From an optimization exercise on the open Yosys and OpenROAD flow, aimed at small area, a short achievable clock period and few clock cycles; shortcuts taken in it are not production practice. RTL that was checked went through simulation tests only; none was proved equivalent to the original. The clock port is modelled as an ideal driver; clocking choices that lean on that would not hold on a real chip. No activity file was given, so power comes from the tool's default toggle rates.

Design FinalCPU, start of the top module:
module FinalCPU(
	output	wire	[31:0]	imem_addr,
	output	wire			wb_valid,
	output	wire	[4:0]	wb_addr,
	output	wire	[31:0]	wb_data,
	input	wire	[31:0]	imem_data,
	input	wire			rst,
	input	wire			clk
);
	reg [29:0] pc;
	always @(posedge clk) begin
		if (rst) pc <= 30'd0;
		else     pc <= pc + 30'd1;
	end
	assign imem_addr = {pc, 2'b00};
	reg [31:0] ir;
	reg        d_valid;
	reg [3:0]  rs_lo, rt_lo;
	reg [7:0]  rs_hi, rt_hi;
	always @(posedge clk) begin
		ir      <= imem_data;
		d_valid <= !rst;
		rs_lo   <= 4'b0001 << imem_data[22:21];
		rs_hi   <= 8'b00000001 << imem_data[25:23];
		rt_lo   <= 4'b0001 << imem_data[17:16];
		rt_hi   <= 8'b00000001 << imem_data[20:18];
	end
	wire [5:0] op    = ir[31:26];
	wire [4:0] rs    = ir[25:21];
	wire [4:0] rt    = ir[20:16];
	wire [4:0] rd    = ir[15:11];
	wire [4:0] shamt = ir[10:6];
	wire [5:0] fn    = ir[5:0];
	wire [15:0] imm  = ir[15:0];
	wire is_r    = (op == 6'h00);
	wire is_addi = (op == 6'h0C);
	wire is_subi = (op == 6'h0D);
	wire is_sw   = (op == 6'h10);
	wire is_lw   = (op == 6'h11);
	wire f_add = is_r && (fn == 6'h0B);
	wire f_sub = is_r && (fn == 6'h0D);
	wire f_or  = is_r && (fn == 6'h25);
	wire f_srl = is_r && (fn == 6'h02);
	wire [4:0] d_dst = is_r ? rd : rt;
	wire d_wen = d_valid && (is_r || is_addi || is_subi || is_lw) && (d_dst != 5'd0);
	wire d_use_rt = is_r || is_sw;
	reg [31:0] e_a, e_b;
	reg [4:0]  e_shamt;
  ...
For scale: about 6300 cells after synthesis.
==> flow/config.mk <==
export PLATFORM = sky130hd
export DESIGN_NAME = FinalCPU
export DESIGN_NICKNAME = FinalCPU
export VERILOG_FILES = /design/flow/design.v
export SDC_FILE = /design/flow/constraint.sdc
export NUM_CORES = 8
export LEC_CHECK = 0
export CAP_MARGIN = 20
export CORE_MARGIN = 2
export CORE_UTILIZATION = 50
export CTS_CLUSTER_DIAMETER = 80
export CTS_CLUSTER_SIZE = 24
export SETUP_SLACK_MARGIN = 5
export SLEW_MARGIN = 55
export SYNTH_HIERARCHICAL = 1
export SYNTH_MINIMUM_KEEP_SIZE = 0
export TNS_END_PERCENT = 0
==> flow/constraint.sdc <==
create_clock -name core_clock -period 8.0 [get_ports {clk}]
set_input_delay 1.6000 -clock core_clock [delete_from_list [all_inputs] [get_ports {clk}]]
set_output_delay 1.6000 -clock core_clock [all_outputs]
set_load 0.01 [all_outputs]
standard.sh (not shown) runs the stock make flow with config.mk's settings and CLKGATE_MAP_FILE= SYNTH_SCRIPT=/design/flow/synth_recipe.tcl, a recipe that flattens the netlist after the stock synthesis.
==> flow/flow/run.sh <==
#!/bin/bash
# Layout flow: the standard flow with three extra steps, run through
# ORFS's step hooks:
#  - before floorplanning (flow/downsize.tcl): each combinational cell goes
#    back to its smallest size; timing repair then upsizes where needed;
#  - before clock-tree synthesis (flow/io_buffers.tcl): the port buffers get a
#    plain buffer cell;
#  - at the end of global routing (flow/post_grt.tcl): a second timing repair
#    of all endpoints within 0.15 ns of the worst.
# Each step's full output goes to a log file here.
set -euo pipefail
W=$(pwd)
bash standard.sh synth > synth.log 2>&1
bash standard.sh floorplan PRE_FLOORPLAN_TCL="$W/flow/downsize.tcl" > floorplan.log 2>&1
bash standard.sh place > place.log 2>&1
bash standard.sh cts PRE_CTS_TCL="$W/flow/io_buffers.tcl" > cts.log 2>&1
bash standard.sh grt POST_GLOBAL_ROUTE_TCL="$W/flow/post_grt.tcl" > grt.log 2>&1
bash standard.sh finish > layout.log 2>&1
test -f out/final.def
Other scripts of this flow, unchanged in this note and not shown: flow/flow/downsize.tcl, flow/flow/io_buffers.tcl, flow/flow/post_grt.tcl
Testbench counts at the start, summed over its fixed seeds: cycles 4,616.
Next try:
Settings changed: CORE_UTILIZATION 50 to 55, SLEW_MARGIN 55 to 20.
The new run went through all stages and came out clean.
Sequential cell count does not change.
Combinational power goes up by about 0.9%.
Design area goes down by 0.71%.
Clock skew goes up by 0.010 ns.

* * *

## yarrow
FinalCPU, a different RTL version from the one above (not shown whole).
Size in the first run: ~6400 cells after synthesis, ~95000 um^2 of cells after synthesis.
Settings: LEC_CHECK=0, CAP_MARGIN=20, CORE_MARGIN=2, CORE_UTILIZATION=55, CTS_CLUSTER_DIAMETER=80, CTS_CLUSTER_SIZE=24, SETUP_SLACK_MARGIN=5, SLEW_MARGIN=65, SYNTH_HIERARCHICAL=1, SYNTH_MINIMUM_KEEP_SIZE=0, TNS_END_PERCENT=0; clock period 8.0 ns.
==> flow/flow/run.sh <==
#!/bin/bash
# Layout flow: the standard flow with three extra steps, run through
# ORFS's step hooks:
#  - before floorplanning (flow/downsize.tcl): each combinational cell goes
#    back to its smallest size; timing repair then upsizes where needed;
#  - before clock-tree synthesis (flow/io_buffers.tcl): the port buffers get a
#    plain buffer cell;
#  - at the end of global routing (flow/post_grt.tcl): a second timing repair
#    of all endpoints within 0.3 ns of the worst.
# Each step's full output goes to a log file here.
set -euo pipefail
W=$(pwd)
bash standard.sh synth > synth.log 2>&1
bash standard.sh floorplan PRE_FLOORPLAN_TCL="$W/flow/downsize.tcl" > floorplan.log 2>&1
bash standard.sh place > place.log 2>&1
bash standard.sh cts PRE_CTS_TCL="$W/flow/io_buffers.tcl" > cts.log 2>&1
bash standard.sh grt POST_GLOBAL_ROUTE_TCL="$W/flow/post_grt.tcl" > grt.log 2>&1
bash standard.sh finish > layout.log 2>&1
test -f out/final.def
==> flow/flow/post_grt.tcl <==
# After ORFS's own repair at global routing: repair every endpoint whose slack
# is within 0.3 ns of the worst, so that the near-critical paths (which the
# repair of the single worst path leaves as they are) get some margin before
# detailed routing changes the parasitics. Then re-route the changed nets and
# rewrite the route guides, as global_route.tcl does.
estimate_parasitics -global_routing
set wns [worst_slack -max]
set margin [expr {$wns + 0.3}]
puts "post_grt: worst slack $wns, repairing endpoints below [format %.3f $margin]"
repair_timing -setup -setup_margin $margin -repair_tns 100 -match_cell_footprint -verbose
global_route -start_incremental
detailed_placement
global_route -end_incremental -congestion_report_file $::env(REPORTS_DIR)/congestion_post_grt_hook.rpt
estimate_parasitics -global_routing
puts "post_grt: worst slack now [worst_slack -max]"
write_guides $::env(RESULTS_DIR)/route.guide
Other scripts of this flow, unchanged in this note and not shown: flow/flow/downsize.tcl, flow/flow/io_buffers.tcl
yarrow: full flow OK, the timing, design-rule and antenna checks passed
> inputs changed (yarrow -> maple)
--- a/flow/flow/run.sh
+++ b/flow/flow/run.sh
@@ -7,5 +7,5 @@
 #    plain buffer cell;
 #  - at the end of global routing (flow/post_grt.tcl): a second timing repair
-#    of all endpoints within 0.3 ns of the worst.
+#    of all endpoints within 0.15 ns of the worst.
 # Each step's full output goes to a log file here.
 set -euo pipefail
--- a/flow/flow/post_grt.tcl
+++ b/flow/flow/post_grt.tcl
@@ -1,4 +1,4 @@
 # After ORFS's own repair at global routing: repair every endpoint whose slack
-# is within 0.3 ns of the worst, so that the near-critical paths (which the
+# is within 0.15 ns of the worst, so that the near-critical paths (which the
 # repair of the single worst path leaves as they are) get some margin before
 # detailed routing changes the parasitics. Then re-route the changed nets and
@@ -6,5 +6,5 @@
 estimate_parasitics -global_routing
 set wns [worst_slack -max]
-set margin [expr {$wns + 0.3}]
+set margin [expr {$wns + 0.15}]
 puts "post_grt: worst slack $wns, repairing endpoints below [format %.3f $margin]"
 repair_timing -setup -setup_margin $margin -repair_tns 100 -match_cell_footprint -verbose
[summary]
- Going from yarrow to maple, measured slew at the worst slew-check pin fell by 170 ps; clock-buffer cell count stayed essentially flat; sequential portion of the cell area rose by 0.95 points.
- Post-route minimum period on maple is down relative to yarrow.
- Relative to yarrow, layout-stage area growth over the synthesis result has gone down in maple.
- Compared with yarrow, maple shows a higher part of the power in the clock network.
- More vias were needed by yarrow than by maple.
- The run with more routed wire is yarrow, not maple.
- Number of detailed-routing iterations run before antenna repair came out exactly the same in yarrow and maple.
- [compare] base=yarrow new=maple: worst clock skew on the final layout level, setup slack saw an increase.
Relative to maple, the following input files were edited for nickel:
- CORE_UTILIZATION: 55 -> 50
[summary]
- The timing endpoint of the critical path comes out Output_Register.wb_data[27] in one run and Output_Register.wb_data[25] in the other, namely in nickel and maple respectively.
- Taking maple as the reference, in nickel required time at the worst-slack endpoint now smaller, placed wire-length estimate held steady, starting density of the core dropped 5.2 points, total clock buffers created by CTS down 6.9%, fraction of final layout cells sized beyond drive strength 1 shrank by 1.5 points.
- Worst setup slack in nickel is 96 ps lower than in maple
- Power share of the combinational group (nickel over maple): decrease, 0.4 points
## Diff of input files: umber against nickel
- SLEW_MARGIN: 65 -> 60
Notes after the runs:
nickel → umber: share of total power consumed by net switching now sits at about the same level; number of clock buffers inserted by TritonCTS fell by 2. Layout clock buffer count on umber is up relative to nickel. Comparing nickel against umber, there is no change at all in area after synthesis. Compare umber and nickel | total power of the final layout higher: nickel.
Function was not checked in any run of this note: the RTL went through the layout flow alone.

* * *

FinalCPU with an RTL version that a note above also has.
For scale: roughly 6300 cells after synthesis, about 95000 um2 of cells after synthesis.
Settings: LEC_CHECK=0, CAP_MARGIN=20, CORE_MARGIN=2, CORE_UTILIZATION=55, CTS_CLUSTER_DIAMETER=80, CTS_CLUSTER_SIZE=24, SETUP_SLACK_MARGIN=5, SLEW_MARGIN=75, SYNTH_HIERARCHICAL=1, SYNTH_MINIMUM_KEEP_SIZE=0, TNS_END_PERCENT=0; clock period 8.0 ns.
==> flow/flow/run.sh <==
#!/bin/bash
# Layout flow: the standard flow with three extra steps, run through
# ORFS's step hooks:
#  - before floorplanning (flow/downsize.tcl): each combinational cell goes
#    back to its smallest size; timing repair then upsizes where needed;
#  - before clock-tree synthesis (flow/io_buffers.tcl): the port buffers get a
#    plain buffer cell;
#  - at the end of global routing (flow/post_grt.tcl): a second timing repair
#    of all endpoints within 0.15 ns of the worst.
# Each step's full output goes to a log file here.
set -euo pipefail
W=$(pwd)
bash standard.sh synth > synth.log 2>&1
bash standard.sh floorplan PRE_FLOORPLAN_TCL="$W/flow/downsize.tcl" > floorplan.log 2>&1
bash standard.sh place > place.log 2>&1
bash standard.sh cts PRE_CTS_TCL="$W/flow/io_buffers.tcl" > cts.log 2>&1
bash standard.sh grt POST_GLOBAL_ROUTE_TCL="$W/flow/post_grt.tcl" > grt.log 2>&1
bash standard.sh finish > layout.log 2>&1
test -f out/final.def
Other scripts of this flow, unchanged in this note and not shown: flow/flow/downsize.tcl, flow/flow/io_buffers.tcl, flow/flow/post_grt.tcl
The first run completed without violations.
Testbench counts at the start, summed over its fixed seeds: cycles 4,616.
Change:
CAP_MARGIN = 50   (was 20)
SLEW_MARGIN = 65   (was 75)
Result: The new run finished with timing, DRC and antenna clean; area after synthesis is unchanged; cell count shrinks by about 2%; die area does not change; setup slack gets better by 0.059 ns.
Change:
CAP_MARGIN = 20   (was 50)
CORE_UTILIZATION = 45   (was 55)
SLEW_MARGIN = 60   (was 65)
After rerunning:
- The changed run completed with no timing, DRC or antenna violations
- cell count went up by a few percent
- die area went up by about a fifth
- routed wire length went up slightly
Change:
CORE_UTILIZATION = 55   (was 45)
SLEW_MARGIN = 65   (was 60)
Outcome: Non-clock buffer count goes down by 11. Global-route usage rises by 7.0 points. Power decreases by about 0.32%. Register-to-register slack hardly moves.

* * *

FinalCPU again, from the RTL that the note above started with.
Settings: LEC_CHECK=0, CAP_MARGIN=20, CORE_MARGIN=2, CORE_UTILIZATION=55, CTS_CLUSTER_DIAMETER=60, CTS_CLUSTER_SIZE=20, SETUP_SLACK_MARGIN=5, SLEW_MARGIN=65, SYNTH_HIERARCHICAL=1, SYNTH_MINIMUM_KEEP_SIZE=0, TNS_END_PERCENT=0; clock period 8.0 ns.
==> flow/flow/post_grt.tcl <==
# After ORFS's own repair at global routing: repair every endpoint whose slack
# is within 0.15 ns of the worst, so that the near-critical paths (which the
# repair of the single worst path leaves as they are) get some margin before
# detailed routing changes the parasitics. Then re-route the changed nets and
# rewrite the route guides, as global_route.tcl does.
estimate_parasitics -global_routing
set wns [worst_slack -max]
set margin [expr {$wns + 0.15}]
puts "post_grt: worst slack $wns, repairing endpoints below [format %.3f $margin]"
repair_timing -setup -setup_margin $margin -repair_tns 100 -match_cell_footprint -verbose
global_route -start_incremental
detailed_placement
global_route -end_incremental -congestion_report_file $::env(REPORTS_DIR)/congestion_post_grt_hook.rpt
estimate_parasitics -global_routing
puts "post_grt: worst slack now [worst_slack -max]"
write_guides $::env(RESULTS_DIR)/route.guide
Scripts as last shown in full above: flow/flow/run.sh
Other scripts of this flow, unchanged in this note and not shown: flow/flow/downsize.tcl, flow/flow/io_buffers.tcl
The starting point finished clean.
Testbench counts at the start, summed over its fixed seeds: cycles 4,616.
Edit:
ABC_AREA = 1   (was unset)
CORE_UTILIZATION = 50   (was 55)
CTS_CLUSTER_DIAMETER = 80   (was 60)
CTS_CLUSTER_SIZE = 24   (was 20)
What happened: Power is lower by 6.2%; routed wire length is higher by 18%; worst setup slack is better by 240 ps; clock skew stays flat; design area is higher by 21%; clock-buffer cell count is lower by 31; critical path depth is lower by 2; combinational power is lower by 17%.
Edit:
ABC_AREA = unset   (was 1)
CORE_UTILIZATION = 45   (was 50)
=> Die area decreases by roughly a tenth. Wire length decreases by about a fifth. Sequential power barely changes. Clock skew came out higher by 13 ps.
Edit:
==> flow/flow/run.sh (replaced) <==
#!/bin/bash
# Layout flow: the standard flow with two extra steps, run through ORFS's
# step hooks:
#  - before floorplanning (flow/downsize.tcl): each combinational cell goes
#    back to its smallest size; timing repair then upsizes where needed;
#  - before clock-tree synthesis (flow/io_buffers.tcl): the port buffers get a
#    plain buffer cell.
# Each step's full output goes to a log file here.
set -euo pipefail
W=$(pwd)
bash standard.sh synth > synth.log 2>&1
bash standard.sh floorplan PRE_FLOORPLAN_TCL="$W/flow/downsize.tcl" > floorplan.log 2>&1
bash standard.sh place > place.log 2>&1
bash standard.sh cts PRE_CTS_TCL="$W/flow/io_buffers.tcl" > cts.log 2>&1
bash standard.sh finish > layout.log 2>&1
test -f out/final.def
CORE_UTILIZATION = 55   (was 45)
removed: flow/flow/post_grt.tcl
After rerunning: Global-route usage rose by 6.6 points; total power fell by about 1%; count of clock-buffer cells in the layout rose by 6; cell area fell by about 2.5%; die area fell by about 18%; area after synthesis is unchanged; maximum frequency fell by 3.2%; worst setup slack degrades by 100 ps; sequential power hardly moves.
Edit:
SLEW_MARGIN = 20   (was 65)
Outcome:
- utilization went down by 1.1 points
- setup slack gets worse by 220 ps
- clock-buffer cell count went down by 2
- fmax went down by a few percent
- routed wire length went down slightly
- clock power went down by a few percent
- power went down slightly
- final cell count went down slightly
- worst hold slack barely changes
- die area is unchanged
- first-iteration DRC count went down by a few percent
Edit:
==> flow/flow/run.sh (replaced) <==
#!/bin/bash
# Layout flow: the standard flow with three extra steps, run through
# ORFS's step hooks:
#  - before floorplanning (flow/downsize.tcl): each combinational cell goes
#    back to its smallest size; timing repair then upsizes where needed;
#  - before clock-tree synthesis (flow/io_buffers.tcl): the port buffers get a
#    plain buffer cell;
#  - at the end of global routing (flow/post_grt.tcl): a second timing repair
#    of all endpoints within 0.15 ns of the worst.
# Each step's full output goes to a log file here.
set -euo pipefail
W=$(pwd)
bash standard.sh synth > synth.log 2>&1
bash standard.sh floorplan PRE_FLOORPLAN_TCL="$W/flow/downsize.tcl" > floorplan.log 2>&1
bash standard.sh place > place.log 2>&1
bash standard.sh cts PRE_CTS_TCL="$W/flow/io_buffers.tcl" > cts.log 2>&1
bash standard.sh grt POST_GLOBAL_ROUTE_TCL="$W/flow/post_grt.tcl" > grt.log 2>&1
bash standard.sh finish > layout.log 2>&1
test -f out/final.def
==> flow/flow/post_grt.tcl (new file) <==
# After ORFS's own repair at global routing: repair every endpoint whose slack
# is within 0.15 ns of the worst, so that the near-critical paths (which the
# repair of the single worst path leaves as they are) get some margin before
# detailed routing changes the parasitics. Then re-route the changed nets and
# rewrite the route guides, as global_route.tcl does.
estimate_parasitics -global_routing
set wns [worst_slack -max]
set margin [expr {$wns + 0.15}]
puts "post_grt: worst slack $wns, repairing endpoints below [format %.3f $margin]"
repair_timing -setup -setup_margin $margin -repair_tns 100 -match_cell_footprint -verbose
global_route -start_incremental
detailed_placement
global_route -end_incremental -congestion_report_file $::env(REPORTS_DIR)/congestion_post_grt_hook.rpt
estimate_parasitics -global_routing
puts "post_grt: worst slack now [worst_slack -max]"
write_guides $::env(RESULTS_DIR)/route.guide
CORE_UTILIZATION = 52   (was 55)
SLEW_MARGIN = 60   (was 20)
After rerunning: Combinational power came out higher by 14%. Critical path depth grows by 7. Cell area went up by 3.4%. Non-clock buffer count rises by 94. Clock skew fell by 3.5 ps. Routed wire length came out higher by 3.4%. Sequential share of layout area came out lower by 2.0 points. Synthesized cell count is unchanged. Sequential power is about the same. Clock-buffer cell count goes down by 3. Total power climbs by 4.3%.

-- port drivers added, routing unchanged --
Ports are ideal in the flow. The routed layouts listed here were re-timed in OpenROAD. Step 1: set_driving_cell puts a clkbuf_16 on clk and a buf_2 on each other input, an assumption about the parent block. Step 2 times the ports against the registers' clock, not the clock port: input delays grow and output delays shrink by t, the midpoint of the rising clock arrivals with the driver on. Three values: ideal, step 1, step 2; two values: the first two.
run	t, ns	setup WS [ns]	worst hold slack (ns)	worst setup path at the end	clock arrival spread, ns
the first run of note 1	0.923	4.797 / 4.780 / 4.473	0.411 / 0.411 / 0.411	input to register	0.035 / 0.035
the second run of note 1	0.913	4.662 / 4.662 / 4.662	0.373 / 0.373 / 0.373	register to register	0.044 / 0.045
yarrow	0.919	4.676 / 4.676 / 4.676	0.352 / 0.352 / 0.352	register to register	0.042 / 0.042
maple	0.918	4.751 / 4.703 / 4.751	0.352 / 0.352 / 0.352	register to register	0.045 / 0.045
nickel	0.901	4.655 / 4.655 / 4.655	0.352 / 0.352 / 0.352	register to register	0.055 / 0.056
umber	0.899	4.680 / 4.680 / 4.680	0.355 / 0.355 / 0.355	register to register	0.059 / 0.059
the first run of note 3	0.904	4.721 / 4.721 / 4.721	0.361 / 0.361 / 0.361	register to register	0.056 / 0.056
the second run of note 3	0.898	4.780 / 4.780 / 4.780	0.369 / 0.369 / 0.369	register to register	0.051 / 0.050
the third run of note 3	0.925	4.784 / 4.784 / 4.765	0.417 / 0.417 / 0.417	input to register	0.073 / 0.073
the fourth run of note 3	0.898	4.780 / 4.780 / 4.780	0.369 / 0.369 / 0.369	register to register	0.051 / 0.050
the first run of note 4	0.936	4.683 / 4.683 / 4.683	0.376 / 0.376 / 0.376	register to register	0.050 / 0.050
the second run of note 4	0.923	4.926 / 4.854 / 4.579	0.467 / 0.467 / 0.467	input to register	0.055 / 0.056
the third run of note 4	0.915	4.819 / 4.816 / 4.800	0.422 / 0.422 / 0.422	input to register	0.061 / 0.061
the fourth run of note 4	0.898	4.715 / 4.715 / 4.715	0.364 / 0.364 / 0.364	register to register	0.046 / 0.046
the fifth run of note 4	0.908	4.491 / 4.491 / 4.491	0.367 / 0.367 / 0.367	register to register	0.046 / 0.046
the sixth run of note 4	0.907	4.690 / 4.690 / 4.690	0.374 / 0.374 / 0.374	register to register	0.047 / 0.047
After both steps setup and hold are still met in every run listed. For the second run of note 4, which loses most, drivers alone change the setup slack by -0.072 ns; drivers and shift together by -0.347 ns.
